Context: an optimization exercise on an open-source flow, tuned for small area, a short achievable clock period and few clock cycles per item. The choices shown serve that exercise and are no tape-out recipe. Only simulation tests tie the RTL to the original design; equivalence was not proved.

==> flow/design.v <==
`default_nettype	none
module	slowmpy(i_clk, i_reset, i_stb, i_a, i_b, i_aux, o_busy,
		o_done, o_p, o_aux);
	parameter			LGNA = 6;
	parameter	[LGNA:0]	NA = 33;
	parameter	[0:0]		OPT_SIGNED = 1'b1;
	localparam	NB = NA;	 
	input	wire	i_clk, i_reset;
	input	wire	i_stb;
	input	wire	signed	[(NA-1):0]	i_a;
	input	wire	signed	[(NB-1):0]	i_b;
	input	wire				i_aux;
	output	reg				o_busy, o_done;
	output	reg	signed	[(NA+NB-1):0]	o_p;
	output	reg				o_aux;
	reg	[LGNA-1:0]	count;
	reg	[NA-1:0]	p_a;
	reg	[NB-1:0]	p_b;
	reg	[NA+NB-1:0]	partial;
	reg			aux;
	reg	almost_done;
	wire	pre_done;
	assign	pre_done = (count == 0);
	always @(posedge i_clk)
		almost_done <= (!i_reset)&&(o_busy)&&(pre_done);
	always @(posedge i_clk)
	if (i_reset)
	begin
		aux    <= 0;
		o_done <= 0;
		o_busy <= 0;
	end else if ((!o_busy)&&(i_stb))
	begin
		o_done <= 0;
		o_busy <= 1;
		aux    <= i_aux;
	end else if ((o_busy)&&(almost_done))
	begin
		o_done <= 1;
		o_busy <= 0;
	end else
		o_done <= 0;
	wire	[NA-1:0]	pwire;
	assign	pwire = (p_b[0] ? p_a : 0);
	always @(posedge i_clk)
	if (!o_busy)
	begin
		count <= NA[LGNA-1:0]-1;
		partial <= 0;
		p_a <= i_a;
		p_b <= i_b;
	end else begin
		p_b <= (p_b >> 1);
		partial[NB-2:0] <= partial[NB-1:1];
		if ((OPT_SIGNED)&&(pre_done))
			partial[NA+NB-1:NB-1] <= { 1'b0, partial[NA+NB-1:NB]} +
				{ 1'b0, pwire[NA-1], ~pwire[NA-2:0] };
		else if (OPT_SIGNED)
			partial[NA+NB-1:NB-1] <= {1'b0,partial[NA+NB-1:NB]} +
				{ 1'b0, !pwire[NA-1], pwire[NA-2:0] };
		else
			partial[NA+NB-1:NB-1] <= {1'b0, partial[NA+NB-1:NB]}
				+ ((p_b[0]) ? {1'b0,p_a} : 0);
		count <= count - 1;
	end
	always @(posedge i_clk)
	if (almost_done)
	begin
		if (OPT_SIGNED)
			o_p   <= partial[NA+NB-1:0]
				+ {1'b1,{(NA-2){1'b0}},1'b1, {(NB){1'b0}}};
		else
			o_p   <= partial[NA+NB-1:0];
		o_aux <= aux;
	end
endmodule
`default_nettype	none
module	mpyop(i_clk, i_reset, i_start, i_op, i_a, i_b, i_areg, o_busy, o_last, o_next);
	localparam	ND = 6, NS = 3;
	localparam	NB = 12;	 
	localparam	R  = 8;	 
	localparam	SW = 46;	 
	input	wire		i_clk, i_reset, i_start;
	input	wire	[1:0]	i_op;	 
	input	wire	[31:0]	i_a, i_b;
	input	wire	[31:0]	i_areg;	 
	output	wire		o_busy;	 
	output	wire		o_last;	 
	output	wire	[31:0]	o_next;	 
	genvar	i;
	reg	[NS-1:0]	stage;
	reg			r_asgn;	 
	wire	[32:0]		r_a = { r_asgn, i_areg };
	reg	[33:0]		acc;	 
	reg	[31:0]		bsh;	 
	reg			r_sgn, r_hi;
	reg	[ND-1:0]	d_one, d_two, d_neg;	 
	always @(posedge i_clk)
	if (i_reset)
		stage <= 0;
	else
		stage <= { stage[NS-2:0], i_start };
	assign	o_busy = |stage;
	assign	o_last = stage[NS-1];
	wire	nlast = stage[NS-2];	 
	wire	ext = r_sgn & bsh[R+NB-1];	 
	wire	[NB:0]	nchunk;
	generate for(i=0; i<NB; i=i+1)
	begin : NCHUNK
		if (i < R)
			assign nchunk[i+1] = (o_busy) ? bsh[NB+i] : i_b[i];
		else
			assign nchunk[i+1] = (o_busy)
					? ((nlast) ? ext : bsh[NB+i]) : i_b[i];
	end endgenerate
	assign	nchunk[0] = (o_busy) ? bsh[NB-1] : 1'b0;
	generate for(i=0; i<ND; i=i+1)
	begin : ENC
		wire	bm = nchunk[2*i];
		wire	b0 = nchunk[2*i+1];
		wire	b1 = nchunk[2*i+2];
		always @(posedge i_clk)
		begin
			d_one[i] <= b0 ^ bm;
			d_two[i] <= (b1 & !b0 & !bm) | (!b1 & b0 & bm);
			d_neg[i] <= b1;
		end
	end endgenerate
	wire	[33:0]	a_x1 = { r_a[32], r_a };
	wire	[33:0]	a_x2 = { r_a, 1'b0 };
	wire	[33:0]	pp0 = ({(34){d_one[0]}} & a_x1) | ({(34){d_two[0]}} & a_x2);
	wire	[33:0]	rw0 = pp0 ^ {(34){d_neg[0]}};
	wire	[33:0]	rx0 = { !rw0[33], rw0[32:0] };
	wire	[33:0]	pp1 = ({(34){d_one[1]}} & a_x1) | ({(34){d_two[1]}} & a_x2);
	wire	[33:0]	rw1 = pp1 ^ {(34){d_neg[1]}};
	wire	[33:0]	rx1 = { !rw1[33], rw1[32:0] };
	wire	[33:0]	pp2 = ({(34){d_one[2]}} & a_x1) | ({(34){d_two[2]}} & a_x2);
	wire	[33:0]	rw2 = pp2 ^ {(34){d_neg[2]}};
	wire	[33:0]	rx2 = { !rw2[33], rw2[32:0] };
	wire	[33:0]	pp3 = ({(34){d_one[3]}} & a_x1) | ({(34){d_two[3]}} & a_x2);
	wire	[33:0]	rw3 = pp3 ^ {(34){d_neg[3]}};
	wire	[33:0]	rx3 = { !rw3[33], rw3[32:0] };
	wire	[33:0]	pp4 = ({(34){d_one[4]}} & a_x1) | ({(34){d_two[4]}} & a_x2);
	wire	[33:0]	rw4 = pp4 ^ {(34){d_neg[4]}};
	wire	[33:0]	rx4 = { !rw4[33], rw4[32:0] };
	wire	[33:0]	pp5 = ({(34){d_one[5]}} & a_x1) | ({(34){d_two[5]}} & a_x2);
	wire	[33:0]	rw5 = pp5 ^ {(34){d_neg[5]}};
	wire	[33:0]	rx5 = { !rw5[33], rw5[32:0] };
	wire	[33:0]	acc_in = (stage[0]) ? 34'h0 : acc;
	wire	[33:0]	accx = { !acc_in[33], acc_in[32:0] };
	wire t1 = accx[8] ^ d_neg[4];
	wire t2 = accx[8] & d_neg[4];
	wire t3 = accx[9] ^ rx0[9];
	wire t4 = accx[9] & rx0[9];
	wire t5 = accx[10] ^ d_neg[5] ^ rx0[10];
	wire t6 = (accx[10] & d_neg[5]) | (accx[10] & rx0[10]) | (d_neg[5] & rx0[10]);
	wire t7 = rx1[8] ^ rx2[6];
	wire t8 = rx1[8] & rx2[6];
	wire t9 = accx[11] ^ rx0[11] ^ rx1[9];
	wire t10 = (accx[11] & rx0[11]) | (accx[11] & rx1[9]) | (rx0[11] & rx1[9]);
	wire t11 = rx2[7] ^ rx3[5];
	wire t12 = rx2[7] & rx3[5];
	wire t13 = accx[12] ^ rx0[12] ^ rx1[10];
	wire t14 = (accx[12] & rx0[12]) | (accx[12] & rx1[10]) | (rx0[12] & rx1[10]);
	wire t15 = rx2[8] ^ rx3[6];
	wire t16 = rx2[8] & rx3[6];
	wire t17 = accx[13] ^ rx0[13] ^ rx1[11];
	wire t18 = (accx[13] & rx0[13]) | (accx[13] & rx1[11]) | (rx0[13] & rx1[11]);
	wire t19 = rx2[9] ^ rx3[7];
	wire t20 = rx2[9] & rx3[7];
	wire t21 = accx[14] ^ rx0[14] ^ rx1[12];
	wire t22 = (accx[14] & rx0[14]) | (accx[14] & rx1[12]) | (rx0[14] & rx1[12]);
	wire t23 = rx2[10] ^ rx3[8];
	wire t24 = rx2[10] & rx3[8];
	wire t25 = accx[15] ^ rx0[15] ^ rx1[13];
	wire t26 = (accx[15] & rx0[15]) | (accx[15] & rx1[13]) | (rx0[15] & rx1[13]);
	wire t27 = rx2[11] ^ rx3[9];
	wire t28 = rx2[11] & rx3[9];
	wire t29 = accx[16] ^ rx0[16] ^ rx1[14];
	wire t30 = (accx[16] & rx0[16]) | (accx[16] & rx1[14]) | (rx0[16] & rx1[14]);
	wire t31 = rx2[12] ^ rx3[10];
	wire t32 = rx2[12] & rx3[10];
	wire t33 = accx[17] ^ rx0[17] ^ rx1[15];
	wire t34 = (accx[17] & rx0[17]) | (accx[17] & rx1[15]) | (rx0[17] & rx1[15]);
	wire t35 = rx2[13] ^ rx3[11];
	wire t36 = rx2[13] & rx3[11];
	wire t37 = accx[18] ^ rx0[18] ^ rx1[16];
	wire t38 = (accx[18] & rx0[18]) | (accx[18] & rx1[16]) | (rx0[18] & rx1[16]);
	wire t39 = rx2[14] ^ rx3[12];
	wire t40 = rx2[14] & rx3[12];
	wire t41 = accx[19] ^ rx0[19] ^ rx1[17];
	wire t42 = (accx[19] & rx0[19]) | (accx[19] & rx1[17]) | (rx0[19] & rx1[17]);
	wire t43 = rx2[15] ^ rx3[13];
	wire t44 = rx2[15] & rx3[13];
	wire t45 = accx[20] ^ rx0[20] ^ rx1[18];
	wire t46 = (accx[20] & rx0[20]) | (accx[20] & rx1[18]) | (rx0[20] & rx1[18]);
	wire t47 = rx2[16] ^ rx3[14];
	wire t48 = rx2[16] & rx3[14];
	wire t49 = accx[21] ^ rx0[21] ^ rx1[19];
	wire t50 = (accx[21] & rx0[21]) | (accx[21] & rx1[19]) | (rx0[21] & rx1[19]);
	wire t51 = rx2[17] ^ rx3[15];
	wire t52 = rx2[17] & rx3[15];
	wire t53 = accx[22] ^ rx0[22] ^ rx1[20];
	wire t54 = (accx[22] & rx0[22]) | (accx[22] & rx1[20]) | (rx0[22] & rx1[20]);
	wire t55 = rx2[18] ^ rx3[16];
	wire t56 = rx2[18] & rx3[16];
	wire t57 = accx[23] ^ rx0[23] ^ rx1[21];
	wire t58 = (accx[23] & rx0[23]) | (accx[23] & rx1[21]) | (rx0[23] & rx1[21]);
	wire t59 = rx2[19] ^ rx3[17];
	wire t60 = rx2[19] & rx3[17];
	wire t61 = accx[24] ^ rx0[24] ^ rx1[22];
	wire t62 = (accx[24] & rx0[24]) | (accx[24] & rx1[22]) | (rx0[24] & rx1[22]);
	wire t63 = rx2[20] ^ rx3[18];
	wire t64 = rx2[20] & rx3[18];
	wire t65 = accx[25] ^ rx0[25] ^ rx1[23];
	wire t66 = (accx[25] & rx0[25]) | (accx[25] & rx1[23]) | (rx0[25] & rx1[23]);
	wire t67 = rx2[21] ^ rx3[19];
	wire t68 = rx2[21] & rx3[19];
	wire t69 = accx[26] ^ rx0[26] ^ rx1[24];
	wire t70 = (accx[26] & rx0[26]) | (accx[26] & rx1[24]) | (rx0[26] & rx1[24]);
	wire t71 = rx2[22] ^ rx3[20];
	wire t72 = rx2[22] & rx3[20];
	wire t73 = accx[27] ^ rx0[27] ^ rx1[25];
	wire t74 = (accx[27] & rx0[27]) | (accx[27] & rx1[25]) | (rx0[27] & rx1[25]);
	wire t75 = rx2[23] ^ rx3[21];
	wire t76 = rx2[23] & rx3[21];
	wire t77 = accx[28] ^ rx0[28] ^ rx1[26];
	wire t78 = (accx[28] & rx0[28]) | (accx[28] & rx1[26]) | (rx0[28] & rx1[26]);
	wire t79 = rx2[24] ^ rx3[22];
	wire t80 = rx2[24] & rx3[22];
	wire t81 = accx[29] ^ rx0[29] ^ rx1[27];
	wire t82 = (accx[29] & rx0[29]) | (accx[29] & rx1[27]) | (rx0[29] & rx1[27]);
	wire t83 = rx2[25] ^ rx3[23];
	wire t84 = rx2[25] & rx3[23];
	wire t85 = accx[30] ^ rx0[30] ^ rx1[28];
	wire t86 = (accx[30] & rx0[30]) | (accx[30] & rx1[28]) | (rx0[30] & rx1[28]);
	wire t87 = rx2[26] ^ rx3[24];
	wire t88 = rx2[26] & rx3[24];
	wire t89 = accx[31] ^ rx0[31] ^ rx1[29];
	wire t90 = (accx[31] & rx0[31]) | (accx[31] & rx1[29]) | (rx0[31] & rx1[29]);
	wire t91 = rx2[27] ^ rx3[25];
	wire t92 = rx2[27] & rx3[25];
	wire t93 = accx[32] ^ rx0[32] ^ rx1[30];
	wire t94 = (accx[32] & rx0[32]) | (accx[32] & rx1[30]) | (rx0[32] & rx1[30]);
	wire t95 = rx2[28] ^ rx3[26];
	wire t96 = rx2[28] & rx3[26];
	wire t97 = accx[33] ^ rx0[33] ^ rx1[31];
	wire t98 = (accx[33] & rx0[33]) | (accx[33] & rx1[31]) | (rx0[33] & rx1[31]);
	wire t99 = rx2[29] ^ rx3[27];
	wire t100 = rx2[29] & rx3[27];
	wire t101 = !(rx1[32] ^ rx2[30]);
	wire t102 = rx1[32] | rx2[30];
	wire t103 = accx[4] ^ d_neg[2];
	wire t104 = accx[4] & d_neg[2];
	wire t105 = accx[5] ^ rx0[5];
	wire t106 = accx[5] & rx0[5];
	wire t107 = accx[6] ^ d_neg[3] ^ rx0[6];
	wire t108 = (accx[6] & d_neg[3]) | (accx[6] & rx0[6]) | (d_neg[3] & rx0[6]);
	wire t109 = rx1[4] ^ rx2[2];
	wire t110 = rx1[4] & rx2[2];
	wire t111 = accx[7] ^ rx0[7] ^ rx1[5];
	wire t112 = (accx[7] & rx0[7]) | (accx[7] & rx1[5]) | (rx0[7] & rx1[5]);
	wire t113 = rx2[3] ^ rx3[1];
	wire t114 = rx2[3] & rx3[1];
	wire t115 = t1 ^ rx0[8] ^ rx1[6];
	wire t116 = (t1 & rx0[8]) | (t1 & rx1[6]) | (rx0[8] & rx1[6]);
	wire t117 = rx2[4] ^ rx3[2] ^ rx4[0];
	wire t118 = (rx2[4] & rx3[2]) | (rx2[4] & rx4[0]) | (rx3[2] & rx4[0]);
	wire t119 = t2 ^ rx1[7] ^ rx2[5];
	wire t120 = (t2 & rx1[7]) | (t2 & rx2[5]) | (rx1[7] & rx2[5]);
	wire t121 = rx3[3] ^ rx4[1] ^ t3;
	wire t122 = (rx3[3] & rx4[1]) | (rx3[3] & t3) | (rx4[1] & t3);
	wire t123 = rx3[4] ^ rx4[2] ^ rx5[0];
	wire t124 = (rx3[4] & rx4[2]) | (rx3[4] & rx5[0]) | (rx4[2] & rx5[0]);
	wire t125 = t4 ^ t7 ^ t5;
	wire t126 = (t4 & t7) | (t4 & t5) | (t7 & t5);
	wire t127 = rx4[3] ^ rx5[1] ^ t8;
	wire t128 = (rx4[3] & rx5[1]) | (rx4[3] & t8) | (rx5[1] & t8);
	wire t129 = t11 ^ t6 ^ t9;
	wire t130 = (t11 & t6) | (t11 & t9) | (t6 & t9);
	wire t131 = rx4[4] ^ rx5[2] ^ t12;
	wire t132 = (rx4[4] & rx5[2]) | (rx4[4] & t12) | (rx5[2] & t12);
	wire t133 = t15 ^ t10 ^ t13;
	wire t134 = (t15 & t10) | (t15 & t13) | (t10 & t13);
	wire t135 = rx4[5] ^ rx5[3] ^ t16;
	wire t136 = (rx4[5] & rx5[3]) | (rx4[5] & t16) | (rx5[3] & t16);
	wire t137 = t19 ^ t14 ^ t17;
	wire t138 = (t19 & t14) | (t19 & t17) | (t14 & t17);
	wire t139 = rx4[6] ^ rx5[4] ^ t20;
	wire t140 = (rx4[6] & rx5[4]) | (rx4[6] & t20) | (rx5[4] & t20);
	wire t141 = t23 ^ t18 ^ t21;
	wire t142 = (t23 & t18) | (t23 & t21) | (t18 & t21);
	wire t143 = rx4[7] ^ rx5[5] ^ t24;
	wire t144 = (rx4[7] & rx5[5]) | (rx4[7] & t24) | (rx5[5] & t24);
	wire t145 = t27 ^ t22 ^ t25;
	wire t146 = (t27 & t22) | (t27 & t25) | (t22 & t25);
	wire t147 = rx4[8] ^ rx5[6] ^ t28;
	wire t148 = (rx4[8] & rx5[6]) | (rx4[8] & t28) | (rx5[6] & t28);
	wire t149 = t31 ^ t26 ^ t29;
	wire t150 = (t31 & t26) | (t31 & t29) | (t26 & t29);
	wire t151 = rx4[9] ^ rx5[7] ^ t32;
	wire t152 = (rx4[9] & rx5[7]) | (rx4[9] & t32) | (rx5[7] & t32);
	wire t153 = t35 ^ t30 ^ t33;
	wire t154 = (t35 & t30) | (t35 & t33) | (t30 & t33);
	wire t155 = rx4[10] ^ rx5[8] ^ t36;
	wire t156 = (rx4[10] & rx5[8]) | (rx4[10] & t36) | (rx5[8] & t36);
	wire t157 = t39 ^ t34 ^ t37;
	wire t158 = (t39 & t34) | (t39 & t37) | (t34 & t37);
	wire t159 = rx4[11] ^ rx5[9] ^ t40;
	wire t160 = (rx4[11] & rx5[9]) | (rx4[11] & t40) | (rx5[9] & t40);
	wire t161 = t43 ^ t38 ^ t41;
	wire t162 = (t43 & t38) | (t43 & t41) | (t38 & t41);
	wire t163 = rx4[12] ^ rx5[10] ^ t44;
	wire t164 = (rx4[12] & rx5[10]) | (rx4[12] & t44) | (rx5[10] & t44);
	wire t165 = t47 ^ t42 ^ t45;
	wire t166 = (t47 & t42) | (t47 & t45) | (t42 & t45);
	wire t167 = rx4[13] ^ rx5[11] ^ t48;
	wire t168 = (rx4[13] & rx5[11]) | (rx4[13] & t48) | (rx5[11] & t48);
	wire t169 = t51 ^ t46 ^ t49;
	wire t170 = (t51 & t46) | (t51 & t49) | (t46 & t49);
	wire t171 = rx4[14] ^ rx5[12] ^ t52;
	wire t172 = (rx4[14] & rx5[12]) | (rx4[14] & t52) | (rx5[12] & t52);
	wire t173 = t55 ^ t50 ^ t53;
	wire t174 = (t55 & t50) | (t55 & t53) | (t50 & t53);
	wire t175 = rx4[15] ^ rx5[13] ^ t56;
	wire t176 = (rx4[15] & rx5[13]) | (rx4[15] & t56) | (rx5[13] & t56);
	wire t177 = t59 ^ t54 ^ t57;
	wire t178 = (t59 & t54) | (t59 & t57) | (t54 & t57);
	wire t179 = rx4[16] ^ rx5[14] ^ t60;
	wire t180 = (rx4[16] & rx5[14]) | (rx4[16] & t60) | (rx5[14] & t60);
	wire t181 = t63 ^ t58 ^ t61;
	wire t182 = (t63 & t58) | (t63 & t61) | (t58 & t61);
	wire t183 = rx4[17] ^ rx5[15] ^ t64;
	wire t184 = (rx4[17] & rx5[15]) | (rx4[17] & t64) | (rx5[15] & t64);
	wire t185 = t67 ^ t62 ^ t65;
	wire t186 = (t67 & t62) | (t67 & t65) | (t62 & t65);
	wire t187 = rx4[18] ^ rx5[16] ^ t68;
	wire t188 = (rx4[18] & rx5[16]) | (rx4[18] & t68) | (rx5[16] & t68);
	wire t189 = t71 ^ t66 ^ t69;
	wire t190 = (t71 & t66) | (t71 & t69) | (t66 & t69);
	wire t191 = rx4[19] ^ rx5[17] ^ t72;
	wire t192 = (rx4[19] & rx5[17]) | (rx4[19] & t72) | (rx5[17] & t72);
	wire t193 = t75 ^ t70 ^ t73;
	wire t194 = (t75 & t70) | (t75 & t73) | (t70 & t73);
	wire t195 = rx4[20] ^ rx5[18] ^ t76;
	wire t196 = (rx4[20] & rx5[18]) | (rx4[20] & t76) | (rx5[18] & t76);
	wire t197 = t79 ^ t74 ^ t77;
	wire t198 = (t79 & t74) | (t79 & t77) | (t74 & t77);
	wire t199 = rx4[21] ^ rx5[19] ^ t80;
	wire t200 = (rx4[21] & rx5[19]) | (rx4[21] & t80) | (rx5[19] & t80);
	wire t201 = t83 ^ t78 ^ t81;
	wire t202 = (t83 & t78) | (t83 & t81) | (t78 & t81);
	wire t203 = rx4[22] ^ rx5[20] ^ t84;
	wire t204 = (rx4[22] & rx5[20]) | (rx4[22] & t84) | (rx5[20] & t84);
	wire t205 = t87 ^ t82 ^ t85;
	wire t206 = (t87 & t82) | (t87 & t85) | (t82 & t85);
	wire t207 = rx4[23] ^ rx5[21] ^ t88;
	wire t208 = (rx4[23] & rx5[21]) | (rx4[23] & t88) | (rx5[21] & t88);
	wire t209 = t91 ^ t86 ^ t89;
	wire t210 = (t91 & t86) | (t91 & t89) | (t86 & t89);
	wire t211 = rx4[24] ^ rx5[22] ^ t92;
	wire t212 = (rx4[24] & rx5[22]) | (rx4[24] & t92) | (rx5[22] & t92);
	wire t213 = t95 ^ t90 ^ t93;
	wire t214 = (t95 & t90) | (t95 & t93) | (t90 & t93);
	wire t215 = rx4[25] ^ rx5[23] ^ t96;
	wire t216 = (rx4[25] & rx5[23]) | (rx4[25] & t96) | (rx5[23] & t96);
	wire t217 = t99 ^ t94 ^ t97;
	wire t218 = (t99 & t94) | (t99 & t97) | (t94 & t97);
	wire t219 = rx3[28] ^ rx4[26] ^ rx5[24];
	wire t220 = (rx3[28] & rx4[26]) | (rx3[28] & rx5[24]) | (rx4[26] & rx5[24]);
	wire t221 = t100 ^ t101 ^ t98;
	wire t222 = (t100 & t101) | (t100 & t98) | (t101 & t98);
	wire t223 = rx1[33] ^ rx2[31] ^ rx3[29];
	wire t224 = (rx1[33] & rx2[31]) | (rx1[33] & rx3[29]) | (rx2[31] & rx3[29]);
	wire t225 = rx4[27] ^ rx5[25] ^ t102;
	wire t226 = (rx4[27] & rx5[25]) | (rx4[27] & t102) | (rx5[25] & t102);
	wire t227 = !(rx2[32] ^ rx3[30]);
	wire t228 = rx2[32] | rx3[30];
	wire t229 = rx4[28] ^ rx5[26];
	wire t230 = rx4[28] & rx5[26];
	wire t231 = rx2[33] ^ rx3[31] ^ rx4[29];
	wire t232 = (rx2[33] & rx3[31]) | (rx2[33] & rx4[29]) | (rx3[31] & rx4[29]);
	wire t233 = !(rx3[32] ^ rx4[30]);
	wire t234 = rx3[32] | rx4[30];
	wire t235 = accx[2] ^ d_neg[1];
	wire t236 = accx[2] & d_neg[1];
	wire t237 = accx[3] ^ rx0[3];
	wire t238 = accx[3] & rx0[3];
	wire t239 = t103 ^ rx0[4] ^ rx1[2];
	wire t240 = (t103 & rx0[4]) | (t103 & rx1[2]) | (rx0[4] & rx1[2]);
	wire t241 = t104 ^ rx1[3] ^ rx2[1];
	wire t242 = (t104 & rx1[3]) | (t104 & rx2[1]) | (rx1[3] & rx2[1]);
	wire t243 = rx3[0] ^ t106 ^ t109;
	wire t244 = (rx3[0] & t106) | (rx3[0] & t109) | (t106 & t109);
	wire t245 = t110 ^ t113 ^ t108;
	wire t246 = (t110 & t113) | (t110 & t108) | (t113 & t108);
	wire t247 = t114 ^ t112 ^ t115;
	wire t248 = (t114 & t112) | (t114 & t115) | (t112 & t115);
	wire t249 = t116 ^ t118 ^ t119;
	wire t250 = (t116 & t118) | (t116 & t119) | (t118 & t119);
	wire t251 = t120 ^ t123 ^ t122;
	wire t252 = (t120 & t123) | (t120 & t122) | (t123 & t122);
	wire t253 = t124 ^ t127 ^ t126;
	wire t254 = (t124 & t127) | (t124 & t126) | (t127 & t126);
	wire t255 = t128 ^ t131 ^ t130;
	wire t256 = (t128 & t131) | (t128 & t130) | (t131 & t130);
	wire t257 = t132 ^ t135 ^ t134;
	wire t258 = (t132 & t135) | (t132 & t134) | (t135 & t134);
	wire t259 = t136 ^ t139 ^ t138;
	wire t260 = (t136 & t139) | (t136 & t138) | (t139 & t138);
	wire t261 = t140 ^ t143 ^ t142;
	wire t262 = (t140 & t143) | (t140 & t142) | (t143 & t142);
	wire t263 = t144 ^ t147 ^ t146;
	wire t264 = (t144 & t147) | (t144 & t146) | (t147 & t146);
	wire t265 = t148 ^ t151 ^ t150;
	wire t266 = (t148 & t151) | (t148 & t150) | (t151 & t150);
	wire t267 = t152 ^ t155 ^ t154;
	wire t268 = (t152 & t155) | (t152 & t154) | (t155 & t154);
	wire t269 = t156 ^ t159 ^ t158;
	wire t270 = (t156 & t159) | (t156 & t158) | (t159 & t158);
	wire t271 = t160 ^ t163 ^ t162;
	wire t272 = (t160 & t163) | (t160 & t162) | (t163 & t162);
	wire t273 = t164 ^ t167 ^ t166;
	wire t274 = (t164 & t167) | (t164 & t166) | (t167 & t166);
	wire t275 = t168 ^ t171 ^ t170;
	wire t276 = (t168 & t171) | (t168 & t170) | (t171 & t170);
	wire t277 = t172 ^ t175 ^ t174;
	wire t278 = (t172 & t175) | (t172 & t174) | (t175 & t174);
	wire t279 = t176 ^ t179 ^ t178;
	wire t280 = (t176 & t179) | (t176 & t178) | (t179 & t178);
	wire t281 = t180 ^ t183 ^ t182;
	wire t282 = (t180 & t183) | (t180 & t182) | (t183 & t182);
	wire t283 = t184 ^ t187 ^ t186;
	wire t284 = (t184 & t187) | (t184 & t186) | (t187 & t186);
	wire t285 = t188 ^ t191 ^ t190;
	wire t286 = (t188 & t191) | (t188 & t190) | (t191 & t190);
	wire t287 = t192 ^ t195 ^ t194;
	wire t288 = (t192 & t195) | (t192 & t194) | (t195 & t194);
	wire t289 = t196 ^ t199 ^ t198;
	wire t290 = (t196 & t199) | (t196 & t198) | (t199 & t198);
	wire t291 = t200 ^ t203 ^ t202;
	wire t292 = (t200 & t203) | (t200 & t202) | (t203 & t202);
	wire t293 = t204 ^ t207 ^ t206;
	wire t294 = (t204 & t207) | (t204 & t206) | (t207 & t206);
	wire t295 = t208 ^ t211 ^ t210;
	wire t296 = (t208 & t211) | (t208 & t210) | (t211 & t210);
	wire t297 = t212 ^ t215 ^ t214;
	wire t298 = (t212 & t215) | (t212 & t214) | (t215 & t214);
	wire t299 = t219 ^ t216 ^ t218;
	wire t300 = (t219 & t216) | (t219 & t218) | (t216 & t218);
	wire t301 = t220 ^ t223 ^ t225;
	wire t302 = (t220 & t223) | (t220 & t225) | (t223 & t225);
	wire t303 = t227 ^ t229 ^ t224;
	wire t304 = (t227 & t229) | (t227 & t224) | (t229 & t224);
	wire t305 = rx5[27] ^ t228 ^ t230;
	wire t306 = (rx5[27] & t228) | (rx5[27] & t230) | (t228 & t230);
	wire t307 = rx5[28] ^ t233;
	wire t308 = rx5[28] & t233;
	wire t309 = rx3[33] ^ rx4[31] ^ rx5[29];
	wire t310 = (rx3[33] & rx4[31]) | (rx3[33] & rx5[29]) | (rx4[31] & rx5[29]);
	wire t311 = !(rx4[32] ^ rx5[30]);
	wire t312 = rx4[32] | rx5[30];
	wire t313 = accx[0] ^ d_neg[0];
	wire t314 = accx[0] & d_neg[0];
	wire t315 = accx[1] ^ rx0[1];
	wire t316 = accx[1] & rx0[1];
	wire t317 = t235 ^ rx0[2] ^ rx1[0];
	wire t318 = (t235 & rx0[2]) | (t235 & rx1[0]) | (rx0[2] & rx1[0]);
	wire t319 = t236 ^ rx1[1] ^ t237;
	wire t320 = (t236 & rx1[1]) | (t236 & t237) | (rx1[1] & t237);
	wire t321 = rx2[0] ^ t238 ^ t239;
	wire t322 = (rx2[0] & t238) | (rx2[0] & t239) | (t238 & t239);
	wire t323 = t105 ^ t240 ^ t241;
	wire t324 = (t105 & t240) | (t105 & t241) | (t240 & t241);
	wire t325 = t242 ^ t107 ^ t243;
	wire t326 = (t242 & t107) | (t242 & t243) | (t107 & t243);
	wire t327 = t111 ^ t244 ^ t245;
	wire t328 = (t111 & t244) | (t111 & t245) | (t244 & t245);
	wire t329 = t117 ^ t246 ^ t247;
	wire t330 = (t117 & t246) | (t117 & t247) | (t246 & t247);
	wire t331 = t121 ^ t248 ^ t249;
	wire t332 = (t121 & t248) | (t121 & t249) | (t248 & t249);
	wire t333 = t250 ^ t125 ^ t251;
	wire t334 = (t250 & t125) | (t250 & t251) | (t125 & t251);
	wire t335 = t129 ^ t252 ^ t253;
	wire t336 = (t129 & t252) | (t129 & t253) | (t252 & t253);
	wire t337 = t133 ^ t254 ^ t255;
	wire t338 = (t133 & t254) | (t133 & t255) | (t254 & t255);
	wire t339 = t137 ^ t256 ^ t257;
	wire t340 = (t137 & t256) | (t137 & t257) | (t256 & t257);
	wire t341 = t141 ^ t258 ^ t259;
	wire t342 = (t141 & t258) | (t141 & t259) | (t258 & t259);
	wire t343 = t145 ^ t260 ^ t261;
	wire t344 = (t145 & t260) | (t145 & t261) | (t260 & t261);
	wire t345 = t149 ^ t262 ^ t263;
	wire t346 = (t149 & t262) | (t149 & t263) | (t262 & t263);
	wire t347 = t153 ^ t264 ^ t265;
	wire t348 = (t153 & t264) | (t153 & t265) | (t264 & t265);
	wire t349 = t157 ^ t266 ^ t267;
	wire t350 = (t157 & t266) | (t157 & t267) | (t266 & t267);
	wire t351 = t161 ^ t268 ^ t269;
	wire t352 = (t161 & t268) | (t161 & t269) | (t268 & t269);
	wire t353 = t165 ^ t270 ^ t271;
	wire t354 = (t165 & t270) | (t165 & t271) | (t270 & t271);
	wire t355 = t169 ^ t272 ^ t273;
	wire t356 = (t169 & t272) | (t169 & t273) | (t272 & t273);
	wire t357 = t173 ^ t274 ^ t275;
	wire t358 = (t173 & t274) | (t173 & t275) | (t274 & t275);
	wire t359 = t177 ^ t276 ^ t277;
	wire t360 = (t177 & t276) | (t177 & t277) | (t276 & t277);
	wire t361 = t181 ^ t278 ^ t279;
	wire t362 = (t181 & t278) | (t181 & t279) | (t278 & t279);
	wire t363 = t185 ^ t280 ^ t281;
	wire t364 = (t185 & t280) | (t185 & t281) | (t280 & t281);
	wire t365 = t189 ^ t282 ^ t283;
	wire t366 = (t189 & t282) | (t189 & t283) | (t282 & t283);
	wire t367 = t193 ^ t284 ^ t285;
	wire t368 = (t193 & t284) | (t193 & t285) | (t284 & t285);
	wire t369 = t197 ^ t286 ^ t287;
	wire t370 = (t197 & t286) | (t197 & t287) | (t286 & t287);
	wire t371 = t201 ^ t288 ^ t289;
	wire t372 = (t201 & t288) | (t201 & t289) | (t288 & t289);
	wire t373 = t205 ^ t290 ^ t291;
	wire t374 = (t205 & t290) | (t205 & t291) | (t290 & t291);
	wire t375 = t209 ^ t292 ^ t293;
	wire t376 = (t209 & t292) | (t209 & t293) | (t292 & t293);
	wire t377 = t213 ^ t294 ^ t295;
	wire t378 = (t213 & t294) | (t213 & t295) | (t294 & t295);
	wire t379 = t217 ^ t296 ^ t297;
	wire t380 = (t217 & t296) | (t217 & t297) | (t296 & t297);
	wire t381 = t221 ^ t298 ^ t299;
	wire t382 = (t221 & t298) | (t221 & t299) | (t298 & t299);
	wire t383 = t222 ^ t301 ^ t300;
	wire t384 = (t222 & t301) | (t222 & t300) | (t301 & t300);
	wire t385 = t226 ^ t303 ^ t302;
	wire t386 = (t226 & t303) | (t226 & t302) | (t303 & t302);
	wire t387 = t231 ^ t305 ^ t304;
	wire t388 = (t231 & t305) | (t231 & t304) | (t305 & t304);
	wire t389 = t232 ^ t306 ^ t307;
	wire t390 = (t232 & t306) | (t232 & t307) | (t306 & t307);
	wire t391 = t234 ^ t308 ^ t309;
	wire t392 = (t234 & t308) | (t234 & t309) | (t308 & t309);
	wire t393 = t311 ^ t310;
	wire t394 = t311 & t310;
	wire t395 = rx4[33] ^ rx5[31] ^ t312;
	wire t396 = (rx4[33] & rx5[31]) | (rx4[33] & t312) | (rx5[31] & t312);
	wire t397 = !rx5[32];
	wire	[SW-1:0]	tx = { 1'b1, 1'b1, rx5[32], t397, t394, t393, t390, t389, t387, t385, t382, t380, t378, t376, t374, t372, t370, t368, t366, t364, t362, t360, t358, t356, t354, t352, t350, t348, t346, t344, t342, t340, t338, t336, t334, t332, t330, t328, t326, t324, t322, t320, t318, t316, t314, t313 };
	wire	[SW-1:0]	ty = { 1'b0, 1'b0, rx5[33], t396, t395, t392, t391, t388, t386, t384, t383, t381, t379, t377, t375, t373, t371, t369, t367, t365, t363, t361, t359, t357, t355, t353, t351, t349, t347, t345, t343, t341, t339, t337, t335, t333, t331, t329, t327, t325, t323, t321, t319, t317, t315, rx0[0] };
	wire	[SW-1:0]	rsum = tx + ty;
	always @(posedge i_clk)
	if (!o_busy)
	begin
		r_asgn <= i_op[0] & i_a[31];
		bsh   <= i_b;
		r_sgn <= i_op[0];
		r_hi  <= i_op[1];
	end else
		bsh   <= { rsum[NB-1:0], bsh[31:NB] };
	always @(posedge i_clk)
		acc   <= rsum[NB+33:NB];
	assign	o_next = (r_hi) ? rsum[R+31:R] : { rsum[R-1:0], bsh[31:R] };
endmodule
`default_nettype	none
module	cpuops(i_clk,i_reset, i_stb, i_op, i_a, i_b, o_c, o_f, o_valid,
			o_busy);
	input	wire	i_clk, i_reset, i_stb;
	input	wire	[3:0]	i_op;
	input	wire	[31:0]	i_a, i_b;
	output	reg	[31:0]	o_c;
	output	wire	[3:0]	o_f;
	output	reg		o_valid;
	output	wire		o_busy;
	reg	c, pre_sign, set_ovfl, keep_sgn_on_ovfl;
	wire	this_is_a_multiply_op;
	assign	this_is_a_multiply_op = (i_stb)&&((i_op[3:1]==3'h5)||(i_op[3:0]==4'hc));
	wire		mpybusy, mpylast;
	wire	[31:0]	mpy_next;
	mpyop	thempy(i_clk, i_reset, this_is_a_multiply_op, i_op[1:0],
		i_a, i_b, o_c, mpybusy, mpylast, mpy_next);
	wire	[31:0]	next_c;
	wire		next_carry;
	aluop	thealu(mpybusy, mpylast, i_op, i_a, i_b, mpy_next, o_c,
			next_c, next_carry);
	always @(posedge i_clk)
	begin
		pre_sign <= i_a[31];
		c <= next_carry;
		set_ovfl <= !mpybusy && (((i_op==4'h0)&&(i_a[31] != i_b[31]))
			||((i_op==4'h2)&&(i_a[31] == i_b[31]))
			||(i_op == 4'h6)
			||(i_op == 4'h5));
		keep_sgn_on_ovfl <= !mpybusy &&
			(((i_op==4'h0)&&(i_a[31] != i_b[31]))
			||((i_op==4'h2)&&(i_a[31] == i_b[31])));
		o_c <= next_c;
	end
	assign	o_busy = mpybusy;
	wire	z = (o_c == 32'h0000);
	wire	n = (o_c[31]);
	wire	v = (set_ovfl)&&(pre_sign != o_c[31]);
	wire	vx = (keep_sgn_on_ovfl)&&(pre_sign != o_c[31]);
	assign	o_f = { v, n^vx, c, z };
	always @(posedge i_clk)
	if (i_reset)
		o_valid <= 1'b0;
	else
		o_valid <=((i_stb)&&(!this_is_a_multiply_op))||(mpylast);
endmodule
module	aluop(i_busy, i_last, i_op, i_a, i_b, i_mpy, i_hold, o_r, o_c);
	input	wire		i_busy, i_last;
	input	wire	[3:0]	i_op;
	input	wire	[31:0]	i_a, i_b;
	input	wire	[31:0]	i_mpy, i_hold;
	output	wire	[31:0]	o_r;
	output	wire		o_c;
	genvar	k;
	wire		sub = !i_op[1];
	wire	[32:0]	sum = { 1'b0, i_a } + { 1'b0, i_b ^ {(32){sub}} }
				+ { 32'h0, sub };
	wire		c_add = sum[32] ^ sub;
	wire	[31:0]	a_rev, b_rev;
	generate for(k=0; k<32; k=k+1)
	begin : REV
		assign	a_rev[k] = i_a[31-k];
		assign	b_rev[k] = i_b[31-k];
	end endgenerate
	wire		lsl  = i_op[1] & !i_op[0];
	wire		fill = i_op[1] & i_op[0] & i_a[31];
	wire		kill = |i_b[31:6];
	wire	[32:0]	sh_in = { (lsl) ? a_rev : i_a, 1'b0 };
	wire	signed	[33:0]	sh_x = { fill, sh_in };
	wire	[33:0]	sh_y = sh_x >>> i_b[5:0];
	wire	[32:0]	sh_r = (kill) ? {(33){fill}} : sh_y[32:0];
	wire	[31:0]	sh_rev;
	generate for(k=0; k<32; k=k+1)
	begin : SREV
		assign	sh_rev[k] = sh_r[32-k];
	end endgenerate
	wire	alu = !i_busy;
	wire	op_arith = alu && (i_op[3:2] == 2'b00) && !i_op[0];  
	wire	op_rsh   = alu && (i_op[3:2] == 2'b01) && i_op[0];   
	wire	op_lsl   = alu && (i_op == 4'h6);
	wire	op_and   = (i_op == 4'h1);
	wire	op_or    = (i_op == 4'h3);
	wire	op_xor   = (i_op == 4'h4);
	wire	op_brev  = (i_op == 4'h8);
	wire	op_ldilo = (i_op == 4'h9);
	wire	op_mov   = (i_op[3:2] == 2'b11) && (i_op[1:0] != 2'b00);  
	wire	op_mpy   = (i_op[3:1] == 3'b101) || (i_op == 4'hc);	 
	wire	op_logic = alu && (op_and || op_or || op_xor || op_brev
					|| op_ldilo || op_mov || op_mpy);
	wire	[31:0]	logic_r = ({(32){op_and}} & (i_a & i_b))
			| ({(32){op_or}} & (i_a | i_b))
			| ({(32){op_xor}} & (i_a ^ i_b))
			| ({(32){op_brev}} & b_rev)
			| ({(32){op_ldilo}} & { i_a[31:16], i_b[15:0] })
			| ({(32){op_mov}} & i_b)
			| ({(32){op_mpy}} & i_a);
	assign	o_r = ({(32){op_arith}} & sum[31:0])
			| ({(32){op_rsh}} & sh_r[32:1])
			| ({(32){op_lsl}} & sh_rev)
			| ({(32){op_logic}} & logic_r)
			| ({(32){i_last}} & i_mpy)
			| ({(32){i_busy && !i_last}} & i_hold);
	assign	o_c = (op_arith & c_add) | ((op_rsh | op_lsl) & sh_r[0]);
endmodule
==> flow/run.sh <==
#!/bin/bash
# synth_recipe.tcl (not shown) runs the flow's synth.tcl, then flattens the netlist and writes it again
# the make line also repeats each setting of config.mk as NAME=value (left out here)
make -C /OpenROAD-flow-scripts/flow DESIGN_CONFIG=/design/flow/config.mk WORK_HOME=/design/flow/orfs CLKGATE_MAP_FILE= SYNTH_SCRIPT=/design/flow/synth_recipe.tcl finish
==> flow/config.mk <==
export PLATFORM = sky130hd
export DESIGN_NAME = cpuops
export DESIGN_NICKNAME = cpuops
export VERILOG_FILES = /design/flow/design.v
export SDC_FILE = /design/flow/constraint.sdc
export NUM_CORES = 4
export LEC_CHECK = 0
export CAP_MARGIN = 20
export CORE_MARGIN = 2
export CORE_UTILIZATION = 40
export SETUP_SLACK_MARGIN = 5
export SLEW_MARGIN = 20
==> flow/constraint.sdc <==
create_clock -name core_clock -period 10.0 [get_ports {i_clk}]
set_input_delay 2.0000 -clock core_clock [delete_from_list [all_inputs] [get_ports {i_clk}]]
set_output_delay 2.0000 -clock core_clock [all_outputs]
set_load 0.01 [all_outputs]
==> results.cfg, run 1 <==
[run_status]
status = finished clean

[timing]
slew_viol_final = 0
finalCritPeriodShare_pct = 52.1
slew_headroom_pct = 19.9
worstMarginPinSlew_ns = 1.19
skew_ns = 0.0184
tns_ns = 0
rsz0062_at_grt = yes
fin_crit_ns = 5.21
finalHoldViolCount = 0
finalSetupViolCount = 0
max_freq_mhz = 192

[yosys]
synth_seq_cells = 119
yosys_warnings = 2
synth_top_cell_area_share_pct = 14.5
synth-simple-area-share_pct = 11.4
synth_area_leaders = fa_1 (15%), dfxtp_1 (11%), ha_1 (10%)
yosysMostFrequentCell = inv_1
synth_edf_count = 3
synthDistinctLibCells = 81
synthFlopType = dfxtp_1
synth-adder-area-share_pct = 24.8
synthMuxAreaShare_pct = 7.39
synth-seq-area-share_pct = 11.0
synthesis.nets = 3042
syn-cell-area_um2 = 21900
async_flop_share_pct = 0
synthXorXnorAreaFrac_pct = 12.4
synth_top_family_by_area = adder cells
yosysTopAreaCell = fa_1
postSynthCellCount = 2632
postSynthAreaPerCell_um2 = 8.33
synth-compound-area-share_pct = 24.7
ys_top_cells_by_count = inv_1 (241), a22oi_1 (230), xnor2_1 (208), ha_1 (180), clkbuf_1 (179)

[clock_network]
cts_sinks = 119
numCtsBuffers = 17
cts_tree = done
path_clk_slew_ns = 0.06
htreeDepth = 4
clk_path_buf_depth = 2
cts_root_buffer = clkbuf_16
cts_hold_buf = 0
clock_latency_ns = 0.45

[setup_path]
endpoint_kind = flip-flop
start_kind = flip-flop
path_max_fanout = 17
critPathKind = flip-flop to flip-flop
cp.required_ns = 10.32
arrival_ns = 5.53
reg2reg_depth = 18

[cells_and_area]
multi_input_area_um2 = 19200
drive_above_1_share_pct = 20.5
nFillCells = 5019
nNetsFinal = 3121
post-route-util_pct = 50.3
finalNonFillerCells = 3421
area_delta_synth_final_pct = 24.0
seq_area_um2 = 2540

[route]
drtPass1Iterations = 6
wl_per_cell_um = 30.6
drt_wl_total_um = 105000
vias = 22700
post_drt_via_cell_ratio = 6.63
drt_iter0_drc = 2609
drc = 0
drtAntennaViolNets = 0

[hold_path]
hold_path.class = flip-flop to flip-flop
min_path_cells = 2

[floorplanning]
die-area_um2 = 56700
start_util_pct = 40.6
die_w_um = 238
rows = 85
die_h_um = 238
io_pins = 109
core_area_um2 = 54000

[placement]
port_buffers = 108
gp_congestion = 1.07
dpl.hpwl_um = 74500
placedCellCount = 3275

[global_routing]
grtUsageMet2_pct = 56.4
use_met3_pct = 6.49
grt_overflow = 0
grt_pass1_vias = 22300
antenna_found_initial = 3
busiest_layer = met2
grt_pass1_wl_um = 151000
grt_max_degree = 54
grt_use_met1_pct = 46.5
track_usage_pct = 36.0

[flow_run]
maxCapViolCount = 0
[path summary, 6_finish.rpt]
kind,start,to,slack [ns]
max,thempy.d_one[0],o_c[31],4.79
min,thempy.bsh[27],thempy.bsh[15],0.46
max reg2reg,thempy.d_one[0],o_c[31],4.79
min reg2reg,thempy.bsh[27],thempy.bsh[15],0.46
[repair_timing]
action / in CTS / in global routing
setup endpoints to repair: 63 / 53
pin swaps: 143 / 109
cloned: 10 / 3
resized for setup: 289 / 145
buffers inserted: 60 / 40
[layout by cell type (no fill, tap or decap), types with 17 or more instances in the layout]
| master | n |
|---|---|
| a21o_1 | 49 |
| a21oi_1 | 91 |
| a221oi_1 | 59 |
| a22oi_1 | 188 |
| a22oi_2 | 43 |
| a31oi_1 | 44 |
| buf_12 | 18 |
| buf_4 | 121 |
| buf_6 | 17 |
| clkbuf_16 | 21 |
| clkdlybuf4s50_1 | 88 |
| dfxtp_1 | 74 |
| dfxtp_4 | 29 |
| fa_1 | 137 |
| fa_2 | 22 |
| ha_1 | 151 |
| ha_4 | 26 |
| inv_1 | 228 |
| mux2i_1 | 53 |
| mux4_2 | 40 |
| nand2_1 | 173 |
| nand2b_1 | 35 |
| nand3_1 | 37 |
| nor2_1 | 109 |
| nor2b_1 | 27 |
| o211ai_1 | 22 |
| o21ai_0 | 87 |
| xnor2_1 | 198 |
| xor2_1 | 86 |
[sequential cells by signal, summed over array words and instances, names as in the netlist, 2 cells and up]
name	flops
thempy.acc	34
o_c	32
thempy.bsh	28
thempy.d_one	6
thempy.d_two	6
thempy.stage	3
thempy.d_neg	2
[layer usage]
| metal | vias up | part of all wire (%) |
|---|---|---|
| li1 | 9557 | - |
| met1 | 11200 | 39 |
| met2 | 1541 | 44 |
| met3 | 348 | 9.5 |
| met4 | 4 | 7.2 |
| met5 | - | 0.026 |
[logic make-up (layout without fill, tap and decap cells)]
logic type | count (synthesis) | count (layout)
AO/OA/AOI/OAI | 770 | 770
XOR/XNOR | 310 | 310
adder cells (fa/ha/maj) | 339 | 339
buffers and inverters | 469 | 560
flip-flops | 119 | 119
multiplexers | 111 | 111
other | 0 | 1
AND/OR/NAND/NOR | 514 | 515
[stage by stage]
step           area, um^2  setup slack, ns  hold slack [ns]
3_5_place_dp        23500             3.74            0.456
5_1_grt             27200             4.64            0.498
2_1_floorplan       22200             4.80            0.424
3_3_place_gp        23500             3.38            0.455
4_1_cts             26100             4.90            0.470
6_report            27200             4.79            0.464
[final cells by class]
cell class	count	share of cell area [%]
clock inverters	14	0.543
inverters	248	3.44
multi-input cells	2045	70.7
repair buffers	280	11.1
diodes	1	0.00921
clock buffers	18	1.66
well taps	696	3.20
flip-flops and latches	119	9.34
[critical path: stages, from the launching register on]
cell and delay (ns):
dfxtp_4 0.39, bufbuf_16 0.31, a22oi_2 0.16, xor2_1 0.26, fa_1 0.49, fa_1 0.43, inv_1 0.08, fa_1 0.41
fa_2 0.58, ha_4 0.24, a21o_1 0.17, a21oi_2 0.19, nor2_1 0.08, a211oi_2 0.23, buf_6 0.17, a41oi_4 0.14
a31o_4 0.26, xor2_2 0.15, a221o_1 0.31
Testbench counts, summed over its fixed seeds: cycles 28,765, items 16,384.
==> inputs of run 2 (changes only) <==
--- a/flow/config.mk
+++ b/flow/config.mk
@@ -9,4 +9,5 @@
 export CORE_MARGIN = 2
 export CORE_UTILIZATION = 40
-export SETUP_SLACK_MARGIN = 5
+export SETUP_SLACK_MARGIN = 4.5
 export SLEW_MARGIN = 20
+export SYNTH_HIERARCHICAL = 1
==> run 2 against run 1 <==
  * Worst setup slack got worse by 0.87 ns
  * Cell count increased by 4.5%
  * Fmax decreased by 14%
  * Critical endpoint is now o_c[19]
  * Highest routed layer is now met4
==> results.cfg, run 2 <==
[clock_network]
path_clk_slew_ns = 0.06
cts_sinks = 119
cts_root_buffer = clkbuf_16
clk_path_buf_depth = 2
numCtsBuffers = 17
cts_tree = done
htreeDepth = 4
clock_latency_ns = 0.45

[cells_and_area]
largest_register_ffs = 34
final_common_cell = inv_1
multi_input_area_um2 = 19400
drive_above_1_share_pct = 19.0
most-common-layout-cells = inv_1 (290), nand2_1 (194), xnor2_1 (183), a22oi_1 (178), ha_1 (160)
reg.largest.list = thempy.acc: 34 flops, o_c: 32 flops, thempy.bsh: 28 flops
area_delta_synth_final_pct = 21.8
fin_area_um2 = 27500
post-route-util_pct = 49.0
nNetsFinal = 3226
seq_area_um2 = 2540
largest_register = thempy.acc
nFillCells = 5353
antenna_cells = 0

[setup_path]
cp_num_buf_inv = 3
critical_path.max_stage_delay_ns = 0.65
cpMaxStageDelayCell = dfxtp_1
crit_start = o_c[2]
r2r_end = o_c[19]
cp-endpoint = o_c[19]
critPathKind = flip-flop to flip-flop
reg2reg_depth = 20
cp.required_ns = 10.31
crit_family = compound AO/OA/AOI/OAI gates
path_max_fanout = 9
endpoint_kind = flip-flop
r2r_setup_slack_ns = 3.93
regToRegStartpoint = o_c[2]
cp.depth = 20
path_cells = buf_4, a22oi_1, xnor2_1, ha_1, inv_1, fa_1, fa_1, inv_1, ha_1, o21a_1, nor2_1, or4b_4, a31oi_4, a211oi_4, xnor2_2, mux2_2, a221o_1, a311o_1, a221oi_2, o21ai_1
arrival_ns = 6.39
start_kind = flip-flop

[floorplanning]
start_util_pct = 40.2
die_h_um = 241
rows = 87
die_w_um = 241
core_area_um2 = 56100
io_pins = 109
die-area_um2 = 58300

[yosys]
synth-seq-area-share_pct = 10.7
ys_top_cells_by_count = inv_1 (296), a22oi_1 (218), nand2_1 (197), xnor2_1 (195)
synth_seq_cells = 119
yosys_warnings = 8
synth_edf_count = 3
async_flop_share_pct = 0
syn-cell-area_um2 = 22500
yosysTopAreaCell = fa_1
postSynthAreaPerCell_um2 = 8.24
synthDistinctLibCells = 91
synthesis.nets = 3156
synth_area_leaders = fa_1 (14%), ha_1 (10%), dfxtp_1 (10%)
postSynthCellCount = 2738
yosysMostFrequentCell = inv_1
synthFlopType = dfxtp_1
synth_top_cell_area_share_pct = 14.1

[timing]
finalHoldViolCount = 0
tns_ns = 0
finalSetupViolCount = 0
skew_ns = 0.0134
worstMarginPinSlew_ns = 1.06
finalCritPeriodShare_pct = 60.7
rsz0062_at_grt = yes
slew_viol_final = 0
slew_headroom_pct = 28.8
fin_crit_ns = 6.07
max_freq_mhz = 165

[global_routing]
antenna_found_initial = 0
grt_max_degree = 58
track_usage_pct = 36.7
grt_pass1_wl_um = 156000
grt_overflow = 0
grt_pass1_vias = 22600

[placement]
port_buffers = 108
dpl_cell_area_um2 = 24300
gp_congestion = 1.06
dpl.hpwl_um = 77600

[route]
wl_per_cell_um = 30.0
drtAntennaViolNets = 0
drc = 0
vias = 23100
post_drt_via_cell_ratio = 6.45
drt_iter0_drc = 2739
drtPass1Iterations = 7
drt_wl_total_um = 107000

[flow_run]
maxCapViolCount = 0

[hold_path]
hold_path.class = flip-flop to flip-flop

[run_status]
status = finished clean
[run 2: timing repair]
item	4_1_cts	5_1_grt
setup endpoints to repair	51	34
cloned	7	1
hold buffers	0	0
pin swaps	69	72
gates resized for setup	273	81
buffers inserted	71	29
[run 2: kinds of logic after synthesis]
kind of cell,count (synthesis),share of synthesized area (%)
AOI/OAI and AO/OA,759,24.2
and+or+nand+nor,551,11.6
buffers and inverters,527,9.04
adders and majority gates,347,24.5
xor gates and xnor gates,304,11.8
muxes,131,8.00
DFF,119,10.7
[run 2: worst reg2reg max path, delay by kind of cell (launching register included)]
kind,cells,cell delay [ns]
XOR/XNOR,2,0.37
adder cells (fa/ha/maj),4,1.63
multiplexers,1,0.30
AND/OR/NAND/NOR,2,0.66
buffers and inverters,3,0.38
AO/OA/AOI/OAI,8,1.96
flip-flops,1,0.65
[run 2: modules after synthesis, one instance, submodules excluded]
module,flip-flops and latches,cells,times used,cell area (um^2)
cpuops,37,71,1,980
mpyop,82,1581,1,13600
aluop,0,1086,1,7960
[run 2: metrics by stage]
stage | hold slack, ns | worst slack [ns] | instances
floorplan | 0.415 | 4.50 | 2738
global placement | 0.442 | 2.37 | 3437
detailed placement | 0.443 | 2.35 | 3437
CTS | 0.453 | 4.00 | 3546
global route | 0.471 | 3.73 | 3576
finish | 0.453 | 3.93 | 3576
[run 2: area by class of cell]
cell class,count,share of cell area (%)
repair buffers,278,10.3
clock inverters,12,0.519
multi-input cells,2092,70.8
clock buffers,19,1.61
flip-flops and latches,119,9.26
inverters,300,4.12
well taps,756,3.44
[run 2: worst min-delay path by stage]
| stage | start | endpoint | slack [ns] | depth (start not counted) |
|---|---|---|---|---|
| floorplan | thempy.bsh[29] | thempy.bsh[17] | 0.41 | 2 |
| detailed placement | thempy.bsh[27] | thempy.bsh[15] | 0.44 | 2 |
| global placement | thempy.bsh[27] | thempy.bsh[15] | 0.44 | 2 |
| global route | thempy.bsh[27] | thempy.bsh[15] | 0.47 | 2 |
| finish | thempy.bsh[27] | thempy.bsh[15] | 0.45 | 2 |
| CTS | thempy.bsh[27] | thempy.bsh[15] | 0.45 | 2 |
[run 2: metal layers]
layer / up-vias / global-route usage (%) / share of wire [%]
met5: - / 0 / 0
met3: 322 / 4.90 / 8.4
met2: 1361 / 58.7 / 45
met4: 0 / 22.8 / 7.2
met1: 11500 / 46.9 / 39
li1: 9870 / - / -
==> inputs of run 3 (changes only) <==
--- a/flow/config.mk
+++ b/flow/config.mk
@@ -11,3 +11,2 @@
 export SETUP_SLACK_MARGIN = 4.5
 export SLEW_MARGIN = 20
-export SYNTH_HIERARCHICAL = 1
==> run 3 against run 2 <==
  * Clock skew up 0.00067 ns
  * Critical path depth down 10
  * Utilization is 2.8 points lower
  * Worst hold slack gained 0.045 ns
  * Fmax grew 10%
  * Area after synthesis decreased by 2.8%
  * Die area down 2.8%
  * Register-to-register slack improved by 0.71 ns
  * Routed wire length is 7.3% lower
  * Cell count fell by 7.1%
  * Largest cell class unchanged
==> results.cfg, run 3 <==
[run_status]
status = finished clean

[route]
post_drt_via_cell_ratio = 6.56
drc = 0
wl_per_cell_um = 30.0
vias = 21800
drtAntennaViolNets = 0
drt_iter0_drc = 2479
drtPass1Iterations = 6
drt_wl_total_um = 99500

[floorplanning]
core_area_um2 = 54000
die_h_um = 238
die-area_um2 = 56700
die_w_um = 238
start_util_pct = 40.6
rows = 85
io_pins = 109

[setup_path]
cpMaxStageDelayCell = or4_1
arrival_ns = 5.84
cp.required_ns = 10.33
path_max_fanout = 7
critPathKind = input port to flip-flop
path_cells = clkdlybuf4s50_1, nor4_2, nand4_2, or4_1, nor2_1, nand2_1, o2111ai_1, o21a_1, o21ai_1, a221o_1
endpoint_kind = flip-flop
critical_path.max_stage_delay_ns = 0.82
start_kind = input port

[timing]
max_freq_mhz = 181
worstMarginPinSlew_ns = 1.02
tns_ns = 0
fin_crit_ns = 5.51
slew_headroom_pct = 31.6
slew_viol_final = 0
finalCritPeriodShare_pct = 55.1
skew_ns = 0.0141
rsz0062_at_grt = yes
finalHoldViolCount = 0
finalSetupViolCount = 0

[clock_network]
clk_path_buf_depth = 2
cts_tree = done
path_clk_slew_ns = 0.07
numCtsBuffers = 17
htreeDepth = 4
cts_sinks = 119
cts_root_buffer = clkbuf_16
clock_latency_ns = 0.44

[yosys]
yosys_warnings = 2
synthesis.nets = 3042
postSynthAreaPerCell_um2 = 8.33
synth_edf_count = 3
synthFlopType = dfxtp_1
synthDistinctLibCells = 81
yosysTopAreaCell = fa_1
yosysMostFrequentCell = inv_1
syn-cell-area_um2 = 21900
synth_seq_cells = 119
synth_area_leaders = fa_1 (15%), dfxtp_1 (11%), ha_1 (10%)
synth-seq-area-share_pct = 11.0
async_flop_share_pct = 0
postSynthCellCount = 2632
ys_top_cells_by_count = inv_1 (241), a22oi_1 (230), xnor2_1 (208), ha_1 (180), clkbuf_1 (179)
synth_top_cell_area_share_pct = 14.5

[cells_and_area]
antenna_cells = 0
largest_register_ffs = 34
final_common_cell = inv_1
finalNonFillerCells = 3321
most-common-layout-cells = inv_1 (241), a22oi_1 (218), xnor2_1 (207), nand2_1 (174), ha_1 (165)
nFillCells = 5296
area_delta_synth_final_pct = 13.9
reg.largest.list = thempy.acc: 34 flops, o_c: 32 flops, thempy.bsh: 28 flops
nNetsFinal = 3022
largest_register = thempy.acc
drive_above_1_share_pct = 10.6

[global_routing]
grt_overflow = 0
grt_pass1_vias = 21600
antenna_found_initial = 2
track_usage_pct = 34.5
grt_pass1_wl_um = 146000
grt_max_degree = 54

[placement]
placedCellCount = 3277
dpl.hpwl_um = 76300
port_buffers = 108
gp_congestion = 1.04

[hold_path]
hold_path.class = flip-flop to flip-flop

[flow_run]
maxCapViolCount = 0
==> run 3: cell count changes after synthesis, moves of 9 or more <==
cell	before	now
a221oi_1	29	64
a222oi_1	46	3
a22oi_1	218	230
a31oi_1	19	47
clkbuf_1	188	179
inv_1	296	241
mux2_2	30	6
nand2_1	197	175
nor3_1	33	16
o211ai_1	35	22
o21a_1	21	10
xnor2_1	195	208
==> run 3: final cells by class <==
class | instances | area, um^2 | area share (%)
inverters | 248 | 931 | 3.73
multi-input cells | 2044 | 18200 | 72.8
flip-flops and latches | 119 | 2510 | 10.0
clock buffers | 18 | 450 | 1.80
well taps | 696 | 871 | 3.49
repair buffers | 182 | 1850 | 7.40
clock inverters | 14 | 188 | 0.752
==> run 3: kinds of logic after synthesis <==
group,count (synthesis),share of synthesized area (%)
simple gates,514,11.4
fa+ha+maj,339,24.8
mux,111,7.39
xor+xnor,310,12.4
compound gates,770,24.7
buf+inv,469,8.34
flops,119,11.0
==> run 3: per-layer routing <==
metal  vias up  GRT usage, %  part of all wire, %
met5         -             0                0.013
met4         2          19.0                  6.4
met3       294          5.30                  8.4
met2      1298          55.1                   45
met1     10800          44.9                   40
li1       9375             -                    -
==> run 3: per-stage QoR <==
step                      util, %  hold WS [ns]  setup WS, ns  area, um^2
after detailed placement     43.5         0.466          3.51       23500
after global placement       43.5         0.437          3.51       23500
after global routing         46.2         0.553          4.44       25000
final                        46.2         0.499          4.49       25000
after floorplan                 -         0.424          4.51       21900
after CTS                    45.2         0.500          4.43       24400
==> run 3: timing repair <==
action                     4_1_cts  5_1_grt
cloned                           1        3
pin swaps                        3       30
resized for setup               81       89
buffers inserted                 2        6
hold buffers                     0        0
setup endpoints to repair       45       37
==> run 3: worst max-delay path, delay by kind of cell <==
family	cells	cell delay, ns
buf+inv	1	0.70
compound gates	4	1.18
simple gates	5	1.95
==> run 3: worst paths after layout <==
kind	endpoint	slack [ns]	from	cells after the start
hold reg to reg	thempy.bsh[15]	0.50	thempy.bsh[27]	2
hold / removal	thempy.bsh[15]	0.50	thempy.bsh[27]	2
setup reg to reg	o_c[20]	4.64	thempy.bsh[7]	16
setup / recovery	o_c[23]	4.49	i_b[6]	10
==> inputs of run 4 (changes only) <==
==> flow/flow/run.sh (new file) <==
#!/bin/bash
# The standard layout, with the port buffers made of plain buffers
# (sky130_fd_sc_hd__buf_4) instead of the delay cell buffer_ports picks,
# and timing repair free to resize them. The make log goes to standard_flow.log.
set -euo pipefail
bash standard.sh MATCH_CELL_FOOTPRINT=0 "BUFFER_PORTS_ARGS=-buffer_cell sky130_fd_sc_hd__buf_4" finish > standard_flow.log 2>&1
==> flow/standard.sh (new file) <==
#!/bin/bash
# synth_recipe.tcl (not shown) runs the flow's synth.tcl, then flattens the netlist and writes it again
# the make line also repeats each setting of config.mk as NAME=value (left out here)
make -C /OpenROAD-flow-scripts/flow DESIGN_CONFIG=/design/flow/config.mk WORK_HOME=/design/flow/orfs CLKGATE_MAP_FILE= SYNTH_SCRIPT=/design/flow/synth_recipe.tcl "${@:-finish}"
--- a/flow/config.mk
+++ b/flow/config.mk
@@ -9,4 +9,4 @@
 export CORE_MARGIN = 2
 export CORE_UTILIZATION = 40
-export SETUP_SLACK_MARGIN = 4.5
+export SETUP_SLACK_MARGIN = 4
 export SLEW_MARGIN = 20
removed: flow/run.sh
==> run 4 against run 3 <==
  * Area after synthesis unchanged
  * Global-route usage fell by 1.7 points
  * Critical path type is now flip-flop to flip-flop
  * Largest cell class unchanged
  * Highest routed layer unchanged
==> results.cfg, run 4 <==
[timing]
skew_ns = 0.0129
setup_ws_ns = 4.17
max_freq_mhz = 172
slew_headroom_pct = 30.1
slew_viol_final = 0
fin_crit_ns = 5.83
finalHoldViolCount = 0
finalCritPeriodShare_pct = 58.3
rsz0062_at_grt = yes
finalSetupViolCount = 0
tns_ns = 0
worstMarginPinSlew_ns = 1.05

[route]
drtAntennaViolNets = 0
post_drt_via_cell_ratio = 6.51
drt_wl_total_um = 93700
vias = 21500
drtPass1Iterations = 7
drc = 0
drt_iter0_drc = 2428
wl_per_cell_um = 28.4

[yosys]
synth-seq-area-share_pct = 11.0
postSynthCellCount = 2632
synthDistinctLibCells = 81
yosysMostFrequentCell = inv_1
synth_seq_cells = 119
syn-cell-area_um2 = 21900
yosysTopAreaCell = fa_1
synth_area_leaders = fa_1 (15%), dfxtp_1 (11%), ha_1 (10%)
async_flop_share_pct = 0
yosys_warnings = 2
synthFlopType = dfxtp_1
synthesis.nets = 3042
synth_edf_count = 3
postSynthAreaPerCell_um2 = 8.33
ys_top_cells_by_count = inv_1 (241), a22oi_1 (230), xnor2_1 (208), ha_1 (180), clkbuf_1 (179)
synth_top_cell_area_share_pct = 14.5

[global_routing]
grt_max_degree = 52
track_usage_pct = 32.9
grt_use_met1_pct = 45.7
busiest_layer = met2
grt_pass1_wl_um = 140000
grt_pass1_vias = 20900
grt_overflow = 0
antenna_found_initial = 2
use_met3_pct = 3.90
grtUsageMet2_pct = 51.4

[floorplanning]
die-area_um2 = 56700
start_util_pct = 40.6
io_pins = 109
rows = 85
die_h_um = 238
core_area_um2 = 54000
die_w_um = 238

[cells_and_area]
largest_register_ffs = 34
antenna_cells = 0
largest_register = thempy.acc
nFillCells = 5429
reg.largest.list = thempy.acc: 34 flops, o_c: 32 flops, thempy.bsh: 28 flops
area_delta_synth_final_pct = 8.76
fin_area_um2 = 23800
nNetsFinal = 2996
drive_above_1_share_pct = 11.4
finalNonFillerCells = 3295
final_common_cell = inv_1
most-common-layout-cells = inv_1 (241), a22oi_1 (230), xnor2_1 (208), ha_1 (179), nand2_1 (174)

[clock_network]
cts_hold_buf = 0
numCtsBuffers = 17
cts_tree = done
clock_latency_ns = 0.43
htreeDepth = 4
path_clk_slew_ns = 0.07
cts_sinks = 119
clk_path_buf_depth = 2
cts_root_buffer = clkbuf_16

[setup_path]
path_max_fanout = 15
endpoint_kind = flip-flop
arrival_ns = 6.13
crit_start = o_c[19]
critPathKind = flip-flop to flip-flop
regToRegStartpoint = o_c[19]
cp.required_ns = 10.30
start_kind = flip-flop

[placement]
gp_congestion = 1.02
dpl_cell_area_um2 = 23100
port_buffers = 108
post-place-ws_ns = 3.75
dpl.hpwl_um = 72100
placedCellCount = 3263

[hold_path]
hp-start = thempy.bsh[29]
hold_path.class = flip-flop to flip-flop

[run_status]
status = finished clean

[flow_run]
maxCapViolCount = 0
-- run 4: logic make-up after synthesis --
| kind of cell | Yosys count | share of synthesized area, % |
|---|---|---|
| muxes | 111 | 7.39 |
| AOI/OAI and AO/OA | 770 | 24.7 |
| xor gates and xnor gates | 310 | 12.4 |
| DFF | 119 | 11.0 |
| adders and majority gates | 339 | 24.8 |
| and+or+nand+nor | 514 | 11.4 |
| buffers and inverters | 469 | 8.34 |
-- run 4: layout make-up --
type                       instances  area, um^2  area share [%]
tap                              696         871            3.65
inverter                         248         933            3.92
timing repair buffer             156        1220            5.10
clock buffer                      18         439            1.84
clock inverter                    14         184           0.772
multi-input combinational       2044       17700            74.5
sequential                       119        2440            10.2
-- run 4: stage by stage --
| stage | utilization, % | hold WS (ns) |
|---|---|---|
| 2_1_floorplan | - | 0.424 |
| 3_3_place_gp | 42.8 | 0.450 |
| 3_5_place_dp | 42.8 | 0.450 |
| 4_1_cts | 43.9 | 0.463 |
| 5_1_grt | 44.1 | 0.474 |
| 6_report | 44.1 | 0.475 |
-- run 4: worst paths after layout --
check / endpoint / cells after the start / slack, ns
setup / recovery: o_c[28] / 17 / 4.17
hold / removal: thempy.bsh[17] / 2 / 0.48
hold reg to reg: thempy.bsh[17] / 2 / 0.48
setup reg to reg: o_c[28] / 17 / 4.17
-- run 4: critical path, cell delays in order, from the launching register on --
cell and delay [ns]:
dfxtp_2 0.65, a22oi_1 0.19, xor2_1 0.23, fa_1 0.49
fa_1 0.44, inv_1 0.09, fa_1 0.42, fa_1 0.50
ha_1 0.43, a21o_1 0.21, a21oi_1 0.14, nor2b_1 0.08
or3b_2 0.43, a21oi_1 0.30, o22ai_1 0.15, a211oi_2 0.41
xor2_1 0.33, o221ai_1 0.17
-- run 4: layer usage --
layer	up-vias	wire, um
met2	1334	41700
met3	213	8310
met4	4	4470
met1	10600	39200
met5	-	27
li1	9298	-
-- run 4: timing repair --
action	in CTS	in global routing
buffers inserted	0	0
pin swaps	0	1
resized for setup	6	32
setup endpoints to repair	14	33

==> afterwards: timing with drivers on the ports <==
How much do the figures lean on ideal ports? The routed layouts below were timed once more, with nothing changed but the port constraints.
Step 1: set_driving_cell puts a clkbuf_16 on i_clk and a buf_2 on each other input, an assumption about the parent block.
Step 2 adds t to the input delays and takes it off the output delays; t is the mean of the earliest and latest rising clock arrival at the registers after step 1. Input paths then give back, and output paths get back, about the clock's delay inside the block.
Three values: ideal ports, drivers, drivers and shift; two values: the first two.
run	t (ns)	setup slack, ns	worst setup path after step 2	worst data-port slew with drivers (ns)	pins driven straight from the clock port
run 1	0.490	4.794 / 4.794 / 4.444	input to register	0.04	1
run 2	0.501	3.926 / 3.926 / 3.926	register to register	0.04	1
run 3	0.486	4.489 / 4.519 / 4.033	input to register	0.04	1
run 4	0.477	4.172 / 4.172 / 3.884	input to register	0.04	1
After both steps setup and hold are still met in every run listed. The setup slack of run 3, which loses most, moves by +0.030 ns with the drivers and by -0.456 ns with both steps.
